Context: an optimization exercise on an open-source flow, tuned for small area. The choices shown serve that exercise and are no tape-out recipe.
Function was checked by simulation only, so behaviour that the tests miss may differ from the original.
Power figures rest on the tool's default switching activity, not on a simulated workload.

## job 101
==> flow/design.v (excerpt) <==
module sf2_game (
    input  logic       clk,
    input  logic       reset,         
    input  logic       frame_clk,     
    input  logic [7:0] key_code,      
    input  logic       key_press,     
    input  logic [9:0] draw_x,        
    input  logic [9:0] draw_y,
    output logic [9:0] ken_x,
    output logic [9:0] ken_y,
    output logic [9:0] bat_x,
    output logic [9:0] bat_y,
    output logic [5:0] ken_sprite,
    output logic [5:0] bat_sprite,
    output logic [9:0] ken_special_meter,
    output logic [9:0] bat_special_meter,
    output logic [9:0] background_x,
    output logic       ken_dead,
    output logic       bat_dead,
    output logic [3:0] game_state,
    output logic       game_screen,
    output logic       is_ken,
    output logic       is_bat,
    output logic       is_health,
    output logic       is_outline,
    output logic       is_special_bar,
    output logic       is_ken_projectile,
    output logic       is_bat_projectile,
    output logic       is_letter
);
For scale: ~1,800 cells after synthesis, ~130 I/O pins, about 13,000 um2 of cells after synthesis.
clock: 12.0 ns
lec_check: 0
abc_area: 1
cap_margin: 0
core_margin: 2
core_utilization: 40
cts_buf_list: sky130_fd_sc_hd__clkbuf_8
slew_margin: 0
standard.sh (not shown) runs the stock make flow with config.mk's settings and CLKGATE_MAP_FILE= SYNTH_SCRIPT=/design/flow/synth_recipe.tcl, a recipe that flattens the netlist after the stock synthesis.
==> flow/flow/run.sh <==
#!/bin/bash
# The standard layout with three changes to how the layout is made:
#  1. after the standard synthesis (standard.sh synth, unchanged), the logic
#     between the registers is re-mapped with a stronger ABC script
#     (flow/remap.sh): the registers stay exactly as the standard synthesis
#     made them, and ABC's cec must prove the new logic equal to the old, else
#     the standard netlist is kept;
#  2. the ports are buffered with buf_1 cells (every port still gets its own
#     buffer);
#  3. CTS builds its tree from clkbuf_8 with clusters of at most 12 sinks.
# Logs: synth.log, remap_*.log and standard.log here, ORFS's own under orfs/logs/.
set -euo pipefail
W=$(pwd)
RES=$W/orfs/results/$FLOW_PLATFORM/sf2_game/base
LOGS=$W/orfs/logs/$FLOW_PLATFORM/sf2_game/base

bash standard.sh synth > synth.log 2>&1

export DONT_USE_ARGS=$(grep -o -- "-dont_use [^ ]*" "$LOGS/1_2_yosys.log" | sort -u | tr '\n' ' ')
export FLOW_HOME FLOW_PLATFORM FLOW_TOP
cp "$RES/1_2_yosys.v" "$W/std.v"
mkdir -p "$W/remap"
for s in 1 2 3; do
  bash flow/remap.sh "$W/std.v" "$W/remap/r$s.v" $s "$W/remap_$s.log" || true &
done
wait
best=""; best_area=""
for s in 1 2 3; do
  if grep -q "Networks are equivalent" "$W/remap_$s.log" && [[ -s $W/remap/r$s.stat && -s $W/remap/r$s.v ]]; then
    a=$(grep "Chip area" "$W/remap/r$s.stat" | awk '{print $NF}')
    if [[ -z $best_area ]] || awk "BEGIN{exit !($a < $best_area)}"; then best=$s; best_area=$a; fi
  fi
done
echo "remap: best=${best:-none} area=${best_area:-}" > remap.log
if [[ -n $best ]]; then
  cp "$W/remap/r$best.v" "$RES/1_2_yosys.v"
  rm -f "$RES/1_synth.odb" "$RES/1_synth.sdc"
fi

bash standard.sh \
  BUFFER_PORTS_ARGS="-buffer_cell sky130_fd_sc_hd__buf_1" \
  CTS_ARGS="-sink_clustering_enable -repair_clock_nets -buf_list sky130_fd_sc_hd__clkbuf_8 -sink_clustering_size 12" \
  finish > standard.log 2>&1
Other scripts of this flow, unchanged in this note and not shown: flow/flow/remap.sh, flow/flow/seqstubs.py
Edits applied to the flow inputs when going from job 101 to job 102:
diff --git a/flow/flow/run.sh b/flow/flow/run.sh
--- a/flow/flow/run.sh
+++ b/flow/flow/run.sh
@@ -10 +10,4 @@
-#  3. CTS builds its tree from clkbuf_8 with clusters of at most 12 sinks.
+#  3. CTS builds its tree from clkbuf_8 with clusters of at most 12 sinks and
+#     inserts no dummy loads;
+#  4. after synthesis, the resizer may not use buffers larger than buf_2 or
+#     delay cells (the platform's don't-use cells stay don't-use).
@@ -39,0 +43,7 @@
+DONT_USE_LAYOUT="$(grep -o -- "-dont_use [^ ]*" "$LOGS/1_2_yosys.log" | awk '{print $2}' | sort -u | tr '\n' ' ')"
+DONT_USE_LAYOUT="$DONT_USE_LAYOUT sky130_fd_sc_hd__buf_4 sky130_fd_sc_hd__buf_6 sky130_fd_sc_hd__buf_8 sky130_fd_sc_hd__buf_12 sky130_fd_sc_hd__buf_16"
+DONT_USE_LAYOUT="$DONT_USE_LAYOUT sky130_fd_sc_hd__bufbuf_8 sky130_fd_sc_hd__bufbuf_16 sky130_fd_sc_hd__dlygate4sd1_1 sky130_fd_sc_hd__dlygate4sd2_1 sky130_fd_sc_hd__dlygate4sd3_1"
+DONT_USE_LAYOUT="$DONT_USE_LAYOUT sky130_fd_sc_hd__dlymetal6s2s_1 sky130_fd_sc_hd__dlymetal6s4s_1 sky130_fd_sc_hd__dlymetal6s6s_1"
+DONT_USE_LAYOUT="$DONT_USE_LAYOUT sky130_fd_sc_hd__clkdlybuf4s15_1 sky130_fd_sc_hd__clkdlybuf4s15_2 sky130_fd_sc_hd__clkdlybuf4s18_1 sky130_fd_sc_hd__clkdlybuf4s18_2"
+DONT_USE_LAYOUT="$DONT_USE_LAYOUT sky130_fd_sc_hd__clkdlybuf4s25_1 sky130_fd_sc_hd__clkdlybuf4s25_2 sky130_fd_sc_hd__clkdlybuf4s50_1 sky130_fd_sc_hd__clkdlybuf4s50_2"
+
@@ -40,0 +51 @@
+  DONT_USE_CELLS="$DONT_USE_LAYOUT" \
@@ -42 +53 @@
-  CTS_ARGS="-sink_clustering_enable -repair_clock_nets -buf_list sky130_fd_sc_hd__clkbuf_8 -sink_clustering_size 12" \
+  CTS_ARGS="-sink_clustering_enable -repair_clock_nets -buf_list sky130_fd_sc_hd__clkbuf_8 -sink_clustering_size 12 -dont_use_dummy_load" \
## What came out
Global-route usage, job 101 and job 102, higher one = job 101.
Diff job 101 -> job 102 | combined area of the multi-input logic cells | down slightly
Minimum clock period, job 101 and job 102: smaller value in job 102
Setup slack in job 102 vs job 101: up 0.19 ns
Compared with job 101, maximum frequency in job 102 increased slightly.
Changes observed in job 102 relative to job 101: area added between synthesis and finish down 2.5 points; area after synthesis flat; utilization after layout down 1.0 points.
Job 102 consumes less power than job 101 does.

## re-timing with driven ports
The results above use ideal ports. As a check the final layouts listed here were re-extracted and re-timed, cells and wires unchanged.
Step 1 (the two cells are an assumption about what drives the block):
set clk [get_ports {clk}]
set_driving_cell -lib_cell sky130_fd_sc_hd__clkbuf_16 $clk
set_driving_cell -lib_cell sky130_fd_sc_hd__buf_2 [delete_from_list [all_inputs] $clk]
Step 2 also shifts input and output timing later by t, the mid clock arrival at the registers, as if the neighbouring blocks saw the same clock.
Slacks: ideal ports / drivers / drivers and shift; pairs: ideal ports / drivers.
| run | t, ns | setup WS [ns] | worst setup path at the end | clock arrival spread, ns | worst data-port slew with drivers (ns) |
|---|---|---|---|---|---|
| job 101 | 0.558 | 0.858 / 0.858 / 0.858 | register to register | 0.023 / 0.023 | 0.08 |
| job 102 | 0.530 | 1.048 / 1.048 / 1.048 | register to register | 0.038 / 0.037 | 0.09 |
After both steps every run listed still meets setup and hold.
